Background: an optimization exercise with open tools, aiming at small area, a short achievable clock period and few clock cycles per item. Do not read the settings as production practice.
Only simulation tests tie the RTL to the original design; equivalence was not proved.

## mul_op
module mul_op #(parameter INPUTS = 2,
		parameter OUTPUTS = 1,
		parameter DATA_IN_SIZE = 32,
		parameter DATA_OUT_SIZE = 32)
		(
		input clk,
		input rst,
		input [INPUTS * (DATA_IN_SIZE)- 1 : 0]data_in_bus,
		input [INPUTS - 1 : 0]valid_in_bus,
		output [INPUTS - 1 : 0] ready_in_bus,
		output [OUTPUTS * (DATA_OUT_SIZE) - 1 : 0]data_out_bus,
		output [OUTPUTS - 1 : 0]valid_out_bus,
		input 	[OUTPUTS - 1 : 0] ready_out_bus
);
  reg fa, fb;
  reg [31:0] a_s;
  reg [47:0] sel_s;       
  wire [47:0] sel_in;
  reg sv;             
  wire ce = ~sv;      
  wire fire = fa & fb & ce;
  assign ready_in_bus[0] = ~fa | fire;
  assign ready_in_bus[1] = ~fb | fire;
  always @(posedge clk, posedge rst)
    if (rst) begin fa <= 1'b0; fb <= 1'b0; end
    else begin
      if (ready_in_bus[0]) fa <= valid_in_bus[0];
      if (ready_in_bus[1]) fb <= valid_in_bus[1];
    end
  always @(posedge clk) begin
    if (ready_in_bus[0]) a_s <= data_in_bus[31:0];
    if (ready_in_bus[1]) sel_s <= sel_in;
  end
  reg [0:0] v;
  always @(posedge clk, posedge rst)
    if (rst) v <= 0;
    else if (ce) v <= fire;
  reg vp;
  reg [31:0] s_reg, p_reg;
  wire p_en = ~vp | ready_out_bus[0];
  always @(posedge clk, posedge rst)
    if (rst) begin vp <= 1'b0; sv <= 1'b0; end
    else begin
      if (p_en) vp <= sv | v[0];
      sv <= sv ? ~ready_out_bus[0] : (vp & ~ready_out_bus[0] & v[0]);
    end
  always @(posedge clk) begin
    if (ce) s_reg <= prod;
    if (p_en) p_reg <= p_next;
  end
  assign valid_out_bus[0] = vp;
  assign data_out_bus[31:0] = p_reg;
  wire [31:0] pp0;
  wire [29:0] pp1;
  wire [27:0] pp2;
  wire [25:0] pp3;
  wire [23:0] pp4;
  wire [21:0] pp5;
  wire [19:0] pp6;
  wire [17:0] pp7;
  wire [15:0] pp8;
  wire [13:0] pp9;
  wire [11:0] pp10;
  wire [9:0] pp11;
  wire [7:0] pp12;
  wire [5:0] pp13;
  wire [3:0] pp14;
  wire [1:0] pp15;
  wire n1;
  wire n2;
  wire n3;
  wire n4;
  wire n5;
  wire n6;
  wire n7;
  wire n8;
  wire n9;
  wire n10;
  wire n11;
  wire n12;
  wire n13;
  ...
For scale: about 250 flip-flops, ~100 I/O pins.
==> flow/config.mk <==
export PLATFORM = sky130hd
export DESIGN_NAME = mul_op
export DESIGN_NICKNAME = mul_op
export VERILOG_FILES = /design/flow/design.v
export SDC_FILE = /design/flow/constraint.sdc
export NUM_CORES = 4
export LEC_CHECK = 0
export CAP_MARGIN = 20
export CORE_MARGIN = 2
export CORE_UTILIZATION = 40
export PLACE_DENSITY = 0.45
export SETUP_SLACK_MARGIN = 5
export SLEW_MARGIN = 20
export SYNTH_HIERARCHICAL = 1
==> flow/constraint.sdc <==
create_clock -name core_clock -period 8.0 [get_ports {clk}]
set_input_delay 1.6000 -clock core_clock [delete_from_list [all_inputs] [get_ports {clk}]]
set_output_delay 1.6000 -clock core_clock [all_outputs]
set_load 0.01 [all_outputs]
standard.sh (not shown) runs the stock make flow with config.mk's settings and CLKGATE_MAP_FILE= SYNTH_SCRIPT=/design/flow/synth_recipe.tcl, a recipe that flattens the netlist after the stock synthesis.
==> flow/flow/run.sh <==
#!/bin/bash
# The standard layout, with resizing free to change a cell's footprint (so the
# port buffers and other cells can be swapped for faster ones) and port
# buffers that are plain buffers rather than delay cells.
set -euo pipefail
bash standard.sh MATCH_CELL_FOOTPRINT=0 BUFFER_PORTS_ARGS="-buffer_cell sky130_fd_sc_hd__buf_2" finish > standard.log 2>&1
Testbench counts at the start, summed over its fixed seeds: cycles 2,424, items 2,400.
Change:
PLACE_DENSITY = 0.75   (was 0.45)
What happened: Worst setup slack loses 0.0032 ns; worst hold slack gains 0.0074 ns.
Change:
PLACE_DENSITY = not set   (was 0.75)
SETUP_SLACK_MARGIN = 4.8   (was 5)
What happened: Area after synthesis does not change. Cell area decreases by about 2.6%. Core utilization goes down by 1.2 points. Final cell count fell by 1.7%. Non-clock buffer count decreases by 50. Worst hold slack loses 0.0075 ns.
Change:
SETUP_SLACK_MARGIN = 5   (was 4.8)
=> Routed wire length went up by about 4.3%. Clock-buffer cell count went up by 7. Final area grows by 3.5%. Flip-flop and latch count does not change. Worst setup slack improved by 0.13 ns. Cell count went up by 1.9%. Maximum frequency came out higher by about 4.5%. Synthesized area does not change.

afterwards: timing with drivers on the ports:
How much do the figures lean on ideal ports? The routed layouts below were timed once more, with nothing changed but the port constraints.
Step 1, drivers: a clkbuf_16 drives clk and a buf_2 each remaining input, both assumed.
Step 2 moves the port delays by t, midway between the first and last clock arrival at a register: inputs arrive t later, outputs are due t later. That takes back most of the time a late clock gives input paths.
Slacks: ideal / step 1 / step 2; pairs: ideal / step 1.
run	shift t [ns]	setup slack, ns	clock arrival spread, ns
the first run	0.657	4.835 / 4.775 / 4.973	0.015 / 0.015
the second run	0.609	4.831 / 4.777 / 4.962	0.030 / 0.031
the third run	0.619	4.858 / 4.805 / 4.884	0.018 / 0.018
the fourth run	0.619	4.993 / 4.941 / 5.014	0.015 / 0.015
After both steps setup and hold are still met in every run listed.
